Source: an optimization exercise on an open RTL-to-GDS flow (aim: small area, a short achievable clock period and few clock cycles). Production flows keep margins and buffers that such runs may drop. The RTL was checked by simulation tests, not by an equivalence proof against the original design. No driver is modelled on the clock port, so clocking that relies on it looks cheaper here than on a real chip. Power and IR drop assume default switching activity.

## run 4
==> flow/design.v (excerpt) <==
module LOONG_ENC (
    input  wire        clk,
    input  wire        reset,         
    input  wire        start,
    input  wire [63:0] plaintext,
    input  wire [63:0] roundKey,
    output reg  [63:0] ciphertext,
    output reg         done
);
Size in the first run: about 130 cells after synthesis, about 65 flip-flops, ~200 I/O pins.
Settings: LEC_CHECK=0, CAP_MARGIN=20, CORE_MARGIN=2, CORE_UTILIZATION=40, SLEW_MARGIN=20; clock period 5.0 ns.
standard.sh (not shown) runs the stock make flow with config.mk's settings and CLKGATE_MAP_FILE= SYNTH_SCRIPT=/design/flow/synth_recipe.tcl, a recipe that flattens the netlist after the stock synthesis.
==> flow/flow/run.sh <==
#!/bin/bash
# Layout flow: the standard synthesis and flow, with small port buffers and
# each output register and its port buffer next to the pin (flow/place.tcl)
# and a one-level clock distribution (flow/clk.tcl) in place of the CTS tree.
# Each tool's output goes to its own log in the work folder.
set -euo pipefail
W=$(pwd)
bash standard.sh synth > "$W/synth.log" 2>&1
bash standard.sh \
  BUFFER_PORTS_ARGS="-buffer_cell sky130_fd_sc_hd__buf_1" \
  PRE_DETAIL_PLACE_TCL="$W/flow/place.tcl" \
  POST_DETAIL_PLACE_TCL="$W/flow/post_dp.tcl" \
  PRE_CTS_TCL="$W/flow/pre_cts.tcl" \
  CTS_ARGS="-buf_list sky130_fd_sc_hd__clkbuf_16 -root_buf sky130_fd_sc_hd__clkbuf_16 -dont_use_dummy_load" \
  finish > "$W/layout.log" 2>&1
Other scripts of this flow, unchanged in this note and not shown: flow/flow/clk.tcl, flow/flow/place.tcl, flow/flow/post_dp.tcl, flow/flow/pre_cts.tcl, flow/flow/sites.tcl
Testbench counts of run 4, summed over its fixed seeds: cycles 960.
For run 3, these inputs were changed with respect to run 4:
==> flow/flow/run.sh <==
#!/bin/bash
# Layout flow: the standard synthesis and flow, with small port buffers and
# output pins spread evenly (flow/pins.tcl), each output register and its
# port buffer next to the pin (flow/place.tcl)
# and a one-level clock distribution (flow/clk.tcl) in place of the CTS tree.
# Each tool's output goes to its own log in the work folder.
set -euo pipefail
W=$(pwd)
bash standard.sh synth > "$W/synth.log" 2>&1
bash standard.sh \
  BUFFER_PORTS_ARGS="-buffer_cell sky130_fd_sc_hd__buf_1" \
  PRE_IO_PLACEMENT_TCL="$W/flow/pins.tcl" \
  PRE_DETAIL_PLACE_TCL="$W/flow/place.tcl" \
  POST_DETAIL_PLACE_TCL="$W/flow/post_dp.tcl" \
  PRE_CTS_TCL="$W/flow/pre_cts.tcl" \
  CTS_ARGS="-buf_list sky130_fd_sc_hd__clkbuf_16 -root_buf sky130_fd_sc_hd__clkbuf_16 -dont_use_dummy_load" \
  finish > "$W/layout.log" 2>&1
==> flow/flow/pins.tcl (new file) <==
# Runs before ORFS's pin placement: the output pins are spread evenly around
# the die's four edges (each in a 1 um window), so that every output's
# register and port buffer can sit right next to its pin (place.tcl). The
# input pins are left to place_pins.
set die [[ord::get_db_block] getDieArea]
set dbu [[ord::get_db_block] getDbUnitsPerMicron]
set w [expr {[$die dx] / double($dbu)}]
set h [expr {[$die dy] / double($dbu)}]
set outs {done}
for {set i 0} {$i < 64} {incr i} { lappend outs "ciphertext\[$i\]" }
set n [llength $outs]
set per [list [expr {($n + 3) / 4}] [expr {($n + 2) / 4}] [expr {($n + 1) / 4}] [expr {$n / 4}]]
set k 0
foreach edge {bottom right top left} cnt $per {
  set len [expr {$edge eq "bottom" || $edge eq "top" ? $w : $h}]
  for {set j 0} {$j < $cnt} {incr j} {
    set c [expr {$len * ($j + 0.5) / $cnt}]
    set_io_pin_constraint -pin_names [list [lindex $outs $k]] \
      -region $edge:[format %.2f [expr {$c - 0.5}]]-[format %.2f [expr {$c + 0.5}]]
    incr k
  }
}
### Flow results
Run 3 failed in 3_2_place_iop with PPL-0076.
Re die width: no difference whatsoever between run 3 and run 4.
As far as row count goes, run 3 and run 4 are indistinguishable; the numbers are identical.
Diff run 4 -> run 3: portion of the post-synthesis area used by sequential elements held steady; mean instance size in the synthesized netlist has remained practically unchanged; synthesized net count comparable; synthesized instance count neither gained nor lost much; die outline height barely changed.
Reported for run 4 and run 3, mapped cell area turned out identical to the last digit.

---

== pepper ==
Starting RTL as in the previous note.
clock: 5.0 ns
lec_check: 0
cap_margin: 20
core_margin: 2
core_utilization: 40
slew_margin: 20
==> flow/flow/run.sh <==
#!/bin/bash
# Layout flow: the standard synthesis and flow, with small port buffers and
# output pins spread evenly (flow/pins.tcl), each output register and its
# port buffer next to the pin (flow/place.tcl)
# and a one-level clock distribution (flow/clk.tcl) in place of the CTS tree.
# Each tool's output goes to its own log in the work folder.
set -euo pipefail
W=$(pwd)
bash standard.sh synth > "$W/synth.log" 2>&1
bash standard.sh \
  BUFFER_PORTS_ARGS="-buffer_cell sky130_fd_sc_hd__buf_1" \
  PRE_IO_PLACEMENT_TCL="$W/flow/pins.tcl" \
  PRE_DETAIL_PLACE_TCL="$W/flow/place.tcl" \
  POST_DETAIL_PLACE_TCL="$W/flow/post_dp.tcl" \
  PRE_CTS_TCL="$W/flow/pre_cts.tcl" \
  CTS_ARGS="-buf_list sky130_fd_sc_hd__buf_8 -root_buf sky130_fd_sc_hd__buf_8 -dont_use_dummy_load" \
  finish > "$W/layout.log" 2>&1
==> flow/flow/pre_cts.tcl <==
# Runs before ORFS's CTS step: build the clock distribution here (the clock
# port drives four buffers, each feeding the registers of one sector), after
# which clock_tree_synthesis finds the clock net already buffered and skips it.
source [file join [file dirname [info script]] clk.tcl]
my_clock_buffers 4 sky130_fd_sc_hd__buf_8
Other scripts of this flow, unchanged in this note and not shown: flow/flow/clk.tcl, flow/flow/pins.tcl, flow/flow/place.tcl, flow/flow/post_dp.tcl, flow/flow/sites.tcl
pepper: no failed stages, no open violations at the end
Testbench counts of pepper, summed over its fixed seeds: cycles 960.
For harbor, these inputs were changed with respect to pepper:
--- a/flow/flow/run.sh
+++ b/flow/flow/run.sh
@@ -15,3 +15,3 @@
   PRE_CTS_TCL="$W/flow/pre_cts.tcl" \
-  CTS_ARGS="-buf_list sky130_fd_sc_hd__buf_8 -root_buf sky130_fd_sc_hd__buf_8 -dont_use_dummy_load" \
+  CTS_ARGS="-buf_list sky130_fd_sc_hd__clkbuf_16 -root_buf sky130_fd_sc_hd__clkbuf_16 -dont_use_dummy_load" \
   finish > "$W/layout.log" 2>&1
--- a/flow/flow/pre_cts.tcl
+++ b/flow/flow/pre_cts.tcl
@@ -4,2 +4,2 @@
 source [file join [file dirname [info script]] clk.tcl]
-my_clock_buffers 4 sky130_fd_sc_hd__buf_8
+my_clock_buffers 4 sky130_fd_sc_hd__clkbuf_16
Results
- The wire length on met2 in harbor sits about 2% above the value recorded for pepper.
- Taking pepper as the reference point, the post-layout total power of harbor rises by 0.054 mW.
- Going from pepper to harbor, static leakage increased by about 1.9% relative to the old numbers; flip-flop and latch count closely matched the old numbers; clock slew at the register clock pins of the worst setup and hold paths closely matched the old numbers.
- Part of the power in the clock network sits higher in harbor than in pepper.

---

The RTL this note starts from:
==> flow/design.v <==
`timescale 1ns/1ps
module text_matrix (
    input  wire [63:0] text,
    input  wire [63:0] RKey,
    output wire [63:0] txt_matrix,
    output wire [63:0] key_matrix
);
genvar n;
generate
    for (n = 0; n < 16; n = n + 1) begin : g_cell
        assign txt_matrix[4*n +: 4] = text[4*(15-n) +: 4];
        assign key_matrix[4*n +: 4] = RKey[4*(15-n) +: 4];
    end
endgenerate
endmodule
`timescale 1ns/1ps
module round_const (
    input  wire [5:0]  j,
    output wire [63:0] round_cnst
);
reg [7:0] rc;
always @(*) begin
    case (j)
        6'd0:  rc = 8'h01;
        6'd1:  rc = 8'h03;
        6'd2:  rc = 8'h07;
        6'd3:  rc = 8'h0F;
        6'd4:  rc = 8'h1F;
        6'd5:  rc = 8'h3E;
        6'd6:  rc = 8'h3D;
        6'd7:  rc = 8'h3B;
        6'd8:  rc = 8'h37;
        6'd9:  rc = 8'h2F;
        6'd10: rc = 8'h1E;
        6'd11: rc = 8'h3C;
        6'd12: rc = 8'h39;
        6'd13: rc = 8'h33;
        6'd14: rc = 8'h27;
        6'd15: rc = 8'h0E;
        6'd16: rc = 8'h1D;
        6'd17: rc = 8'h3A;
        6'd18: rc = 8'h35;
        6'd19: rc = 8'h2B;
        6'd20: rc = 8'h16;
        6'd21: rc = 8'h2C;
        6'd22: rc = 8'h18;
        6'd23: rc = 8'h30;
        6'd24: rc = 8'h21;
        6'd25: rc = 8'h02;
        6'd26: rc = 8'h05;
        6'd27: rc = 8'h0B;
        6'd28: rc = 8'h17;
        6'd29: rc = 8'h2E;
        6'd30: rc = 8'h1C;
        6'd31: rc = 8'h38;
        6'd32: rc = 8'h31;
        default: rc = 8'h00;
    endcase
end
wire [3:0] hi = {1'b0, rc[5:3]};
wire [3:0] lo = {1'b0, rc[2:0]};
assign round_cnst = { lo, 4'd4, 4'd0, 4'd0, hi, 4'd2, 4'd0, 4'd0, lo, 4'd1, 4'd0, 4'd0, hi, 4'd0, 4'd0, 4'd0 };
endmodule
`timescale 1ns/1ps
module subcells (
    input  wire [63:0] in_matrix,
    output wire [63:0] out_matrix
);
function [3:0] s_box;
    input [3:0] x;
    begin
        case (x)
            4'h0: s_box = 4'hC;
            4'h1: s_box = 4'hA;
            4'h2: s_box = 4'hD;
            4'h3: s_box = 4'h3;
            4'h4: s_box = 4'hE;
            4'h5: s_box = 4'hB;
            4'h6: s_box = 4'hF;
            4'h7: s_box = 4'h7;
            4'h8: s_box = 4'h9;
            4'h9: s_box = 4'h8;
            4'hA: s_box = 4'h1;
            4'hB: s_box = 4'h5;
            4'hC: s_box = 4'h0;
            4'hD: s_box = 4'h2;
            4'hE: s_box = 4'h4;
            default: s_box = 4'h6;
        endcase
    end
endfunction
genvar m;
generate
    for (m = 0; m < 16; m = m + 1) begin : g_cell
        assign out_matrix[4*m +: 4] = s_box(in_matrix[4*m +: 4]);
    end
endgenerate
endmodule
`timescale 1ns/1ps
module Mixrow (
    input  wire [63:0] st_mixrow,
    output reg  [63:0] mixr_state
);
reg [3:0] mixrow_matrix [0:3][0:3];
reg [3:0] temp;
integer j, k, l;
function [3:0] galiosmultiplication;
    input [3:0] a, b;
    reg [3:0] ans;
    reg [3:0] temp_a;
    integer i;
    begin
        ans = 4'b0000;
        temp_a = a;
        for (i = 0; i < 4; i = i + 1) begin
            if (b[i] == 1'b1) begin
                ans = ans ^ temp_a;
            end
            if (temp_a[3] == 1'b1) begin
                temp_a = (temp_a << 1) ^ 4'h3;  
            end else begin
                temp_a = temp_a << 1;
            end
        end
        galiosmultiplication = ans;
    end
endfunction
always @(*) begin
    mixrow_matrix[0][0] = 4'd1;  mixrow_matrix[0][1] = 4'd4;  mixrow_matrix[0][2] = 4'd9;  mixrow_matrix[0][3] = 4'd13;
    mixrow_matrix[1][0] = 4'd4;  mixrow_matrix[1][1] = 4'd1;  mixrow_matrix[1][2] = 4'd13; mixrow_matrix[1][3] = 4'd9;
    mixrow_matrix[2][0] = 4'd9;  mixrow_matrix[2][1] = 4'd13; mixrow_matrix[2][2] = 4'd1;  mixrow_matrix[2][3] = 4'd4;
    mixrow_matrix[3][0] = 4'd13; mixrow_matrix[3][1] = 4'd9;  mixrow_matrix[3][2] = 4'd4;  mixrow_matrix[3][3] = 4'd1;
    mixr_state = 64'd0;
    for (j = 0; j < 4; j = j + 1) begin
        for (k = 0; k < 4; k = k + 1) begin
            temp = 4'b0000;
            for (l = 0; l < 4; l = l + 1) begin
                temp = temp ^ galiosmultiplication(st_mixrow[4*(4*j+l) +: 4], mixrow_matrix[l][k]);
            end
            mixr_state[4*(4*j+k) +: 4] = temp;
        end
    end
end
endmodule
`timescale 1ns/1ps
module Mixcoloumn (
    input  wire [63:0] st_mixcoloumn,
    output reg  [63:0] mixc_state
);
reg [3:0] mixcoloumn_matrix [0:3][0:3];
reg [3:0] temp;
integer j, k, l;
function [3:0] galiosmultiplication;
    input [3:0] a, b;
    reg [3:0] ans;
    reg [3:0] temp_a;
    integer i;
    begin
        ans = 4'b0000;
        temp_a = a;
        for (i = 0; i < 4; i = i + 1) begin
            if (b[i] == 1'b1) begin
                ans = ans ^ temp_a;
            end
            if (temp_a[3] == 1'b1) begin
                temp_a = (temp_a << 1) ^ 4'h3;  
            end else begin
                temp_a = temp_a << 1;
            end
        end
        galiosmultiplication = ans;
    end
endfunction
always @(*) begin
    mixcoloumn_matrix[0][0] = 4'd13; mixcoloumn_matrix[0][1] = 4'd9;  mixcoloumn_matrix[0][2] = 4'd4;  mixcoloumn_matrix[0][3] = 4'd1;
    mixcoloumn_matrix[1][0] = 4'd9;  mixcoloumn_matrix[1][1] = 4'd13; mixcoloumn_matrix[1][2] = 4'd1;  mixcoloumn_matrix[1][3] = 4'd4;
    mixcoloumn_matrix[2][0] = 4'd4;  mixcoloumn_matrix[2][1] = 4'd1;  mixcoloumn_matrix[2][2] = 4'd13; mixcoloumn_matrix[2][3] = 4'd9;
    mixcoloumn_matrix[3][0] = 4'd1;  mixcoloumn_matrix[3][1] = 4'd4;  mixcoloumn_matrix[3][2] = 4'd9;  mixcoloumn_matrix[3][3] = 4'd13;
    mixc_state = 64'd0;
    for (j = 0; j < 4; j = j + 1) begin
        for (k = 0; k < 4; k = k + 1) begin
            temp = 4'b0000;
            for (l = 0; l < 4; l = l + 1) begin
                temp = temp ^ galiosmultiplication(mixcoloumn_matrix[l][k], st_mixcoloumn[4*(4*j+l) +: 4]);
            end
            mixc_state[4*(4*j+k) +: 4] = temp;
        end
    end
end
endmodule
`timescale 1ns/1ps
module LOONG_ENC (
    input  wire        clk,
    input  wire        reset,         
    input  wire        start,
    input  wire [63:0] plaintext,
    input  wire [63:0] roundKey,
    output reg  [63:0] ciphertext,
    output reg         done
);
localparam [63:0] CIPHER_CONST = 64'h6407_1204_6107_1004;
wire [63:0] txt_m;
wire [63:0] key_m;
text_matrix matirx_form (
    .text(plaintext),
    .RKey(roundKey),
    .txt_matrix(txt_m),
    .key_matrix(key_m)
);
always @(posedge clk or negedge reset) begin
    if (~reset) done <= 1'b0;
    else        done <= start;
end
always @(posedge clk) begin
    ciphertext <= txt_m ^ key_m ^ CIPHER_CONST;
end
endmodule
==> flow/config.mk <==
export PLATFORM = sky130hd
export DESIGN_NAME = LOONG_ENC
export DESIGN_NICKNAME = LOONG_ENC
export VERILOG_FILES = /design/flow/design.v
export SDC_FILE = /design/flow/constraint.sdc
export NUM_CORES = 4
export LEC_CHECK = 0
export CAP_MARGIN = 20
export CORE_MARGIN = 2
export CORE_UTILIZATION = 40
export PLACE_DENSITY = 0.75
export SLEW_MARGIN = 20
==> flow/constraint.sdc <==
create_clock -name core_clock -period 5.0 [get_ports {clk}]
set_input_delay 1.0000 -clock core_clock [delete_from_list [all_inputs] [get_ports {clk}]]
set_output_delay 1.0000 -clock core_clock [all_outputs]
set_load 0.01 [all_outputs]
==> flow/flow/run.sh <==
#!/bin/bash
# Layout flow: the standard synthesis and flow, with small port buffers and
# a one-level clock distribution (flow/clk.tcl) in place of the CTS tree.
# Each tool's output goes to its own log in the work folder.
set -euo pipefail
W=$(pwd)
bash standard.sh synth > "$W/synth.log" 2>&1
bash standard.sh \
  BUFFER_PORTS_ARGS="-buffer_cell sky130_fd_sc_hd__buf_1" \
  PRE_CTS_TCL="$W/flow/pre_cts.tcl" \
  CTS_ARGS="-buf_list sky130_fd_sc_hd__clkbuf_16 -root_buf sky130_fd_sc_hd__clkbuf_16 -dont_use_dummy_load" \
  finish > "$W/layout.log" 2>&1
==> flow/flow/pre_cts.tcl <==
# Runs before ORFS's CTS step: build the clock distribution here (the clock
# port drives four buffers, each feeding the registers of one sector), after
# which clock_tree_synthesis finds the clock net already buffered and skips it.
source [file join [file dirname [info script]] clk.tcl]
my_clock_buffers 4 sky130_fd_sc_hd__clkbuf_16
Other scripts of this flow, unchanged in this note and not shown: flow/flow/clk.tcl
Testbench counts at the start, summed over its fixed seeds: cycles 960.
Next try:
--- a/flow/flow/run.sh
+++ b/flow/flow/run.sh
@@ -10,3 +10,3 @@
   PRE_CTS_TCL="$W/flow/pre_cts.tcl" \
-  CTS_ARGS="-buf_list sky130_fd_sc_hd__clkbuf_16 -root_buf sky130_fd_sc_hd__clkbuf_16 -dont_use_dummy_load" \
+  CTS_ARGS="-buf_list sky130_fd_sc_hd__buf_8 -root_buf sky130_fd_sc_hd__buf_8 -dont_use_dummy_load" \
   finish > "$W/layout.log" 2>&1
--- a/flow/flow/pre_cts.tcl
+++ b/flow/flow/pre_cts.tcl
@@ -4,2 +4,2 @@
 source [file join [file dirname [info script]] clk.tcl]
-my_clock_buffers 4 sky130_fd_sc_hd__clkbuf_16
+my_clock_buffers 4 sky130_fd_sc_hd__buf_8
Settings changed: PLACE_DENSITY 0.75 to unset.
What happened: Design area goes down by 1.4%. Clock power goes down by 19%. Maximum frequency barely changes. Utilization shrinks by 0.91 points. First-iteration DRC count went up to 5.6 times its value. Sequential power hardly moves. Die area is unchanged. Global-route usage shrinks by 0.91 points. Wire length falls by 4.0%. Via count is lower by 4.0%. Worst setup slack stays flat.
Next try:
--- a/flow/flow/run.sh
+++ b/flow/flow/run.sh
@@ -10,3 +10,3 @@
   PRE_CTS_TCL="$W/flow/pre_cts.tcl" \
-  CTS_ARGS="-buf_list sky130_fd_sc_hd__buf_8 -root_buf sky130_fd_sc_hd__buf_8 -dont_use_dummy_load" \
+  CTS_ARGS="-buf_list sky130_fd_sc_hd__clkbuf_16 -root_buf sky130_fd_sc_hd__clkbuf_16 -dont_use_dummy_load" \
   finish > "$W/layout.log" 2>&1
--- a/flow/flow/pre_cts.tcl
+++ b/flow/flow/pre_cts.tcl
@@ -4,2 +4,2 @@
 source [file join [file dirname [info script]] clk.tcl]
-my_clock_buffers 4 sky130_fd_sc_hd__buf_8
+my_clock_buffers 4 sky130_fd_sc_hd__clkbuf_16
Result: The new run completed without violations; critical path depth is unchanged; design area rose slightly; setup slack degrades by 4.6 ps; die area does not change; total power grows by a few percent; fmax stays flat; core utilization came out higher by 0.91 points; worst hold slack degrades by 9.7 ps; synthesized area is unchanged; wire length rose slightly; cell count is unchanged.
Next try:
--- a/flow/flow/run.sh
+++ b/flow/flow/run.sh
@@ -10,3 +10,2 @@
   PRE_CTS_TCL="$W/flow/pre_cts.tcl" \
-  CTS_ARGS="-buf_list sky130_fd_sc_hd__clkbuf_16 -root_buf sky130_fd_sc_hd__clkbuf_16 -dont_use_dummy_load" \
   finish > "$W/layout.log" 2>&1
--- a/flow/flow/pre_cts.tcl
+++ b/flow/flow/pre_cts.tcl
@@ -4,2 +4,2 @@
 source [file join [file dirname [info script]] clk.tcl]
-my_clock_buffers 4 sky130_fd_sc_hd__clkbuf_16
+my_clock_buffers 4 sky130_fd_sc_hd__buf_6
The new run completed with no timing, DRC or antenna violations.
Die area is unchanged.
Power rose by a quarter to a third.
Sequential share of layout area fell by 3.0 points.
Worst setup slack got worse by 440 ps.
Wire length rose by a few percent.
Critical path depth stays the same.
First-iteration DRC count rose by well over a third.
Via count rose by a few percent.
Hold slack got worse by 420 ps.
Maximum frequency fell by about a fifth.
Cell count rose by a few percent.

what the ideal ports hide:
In the flow no input, the clock included, has a driving cell. The finished layouts below were timed again as built, in two steps. Step 1, drivers: a clkbuf_16 drives clk and a buf_2 each remaining input, both assumed. Step 2 adds t to the input delays and takes it off the output delays; t is the mean of the earliest and latest rising clock arrival at the registers after step 1. Input paths then give back, and output paths get back, about the clock's delay inside the block. Three values: no drivers, after step 1, after step 2; two values: the first two.
run | t (ns) | slack for setup (ns) | worst hold slack (ns) | clock arrival spread, ns | pins driven straight from the clock port
run 4 | 0.198 | 3.389 / 3.325 / 3.522 | 0.608 / 0.573 / 0.771 | 0.007 / 0.007 | 4
pepper | 0.180 | 3.389 / 3.321 / 3.352 | 0.689 / 0.652 / 0.833 | 0.007 / 0.007 | 4
harbor | 0.203 | 3.372 / 3.301 / 3.412 | 0.673 / 0.634 / 0.836 | 0.004 / 0.005 | 4
the first run of note 3 | 0.201 | 3.378 / 3.309 / 3.510 | 0.609 / 0.572 / 0.773 | 0.009 / 0.008 | 4
the second run of note 3 | 0.180 | 3.379 / 3.313 / 3.493 | 0.617 / 0.575 / 0.755 | 0.017 / 0.017 | 4
the third run of note 3 | 0.202 | 3.374 / 3.305 / 3.507 | 0.607 / 0.562 / 0.764 | 0.012 / 0.012 | 4
the fourth run of note 3 | 0.589 | 2.939 / 2.911 / 3.499 | 0.183 / 0.179 / 0.767 | 0.008 / 0.009 | 1
After both steps setup and hold are still met in every run listed. For pepper, which loses most, drivers alone change the setup slack by -0.068 ns; drivers and shift together by -0.037 ns.
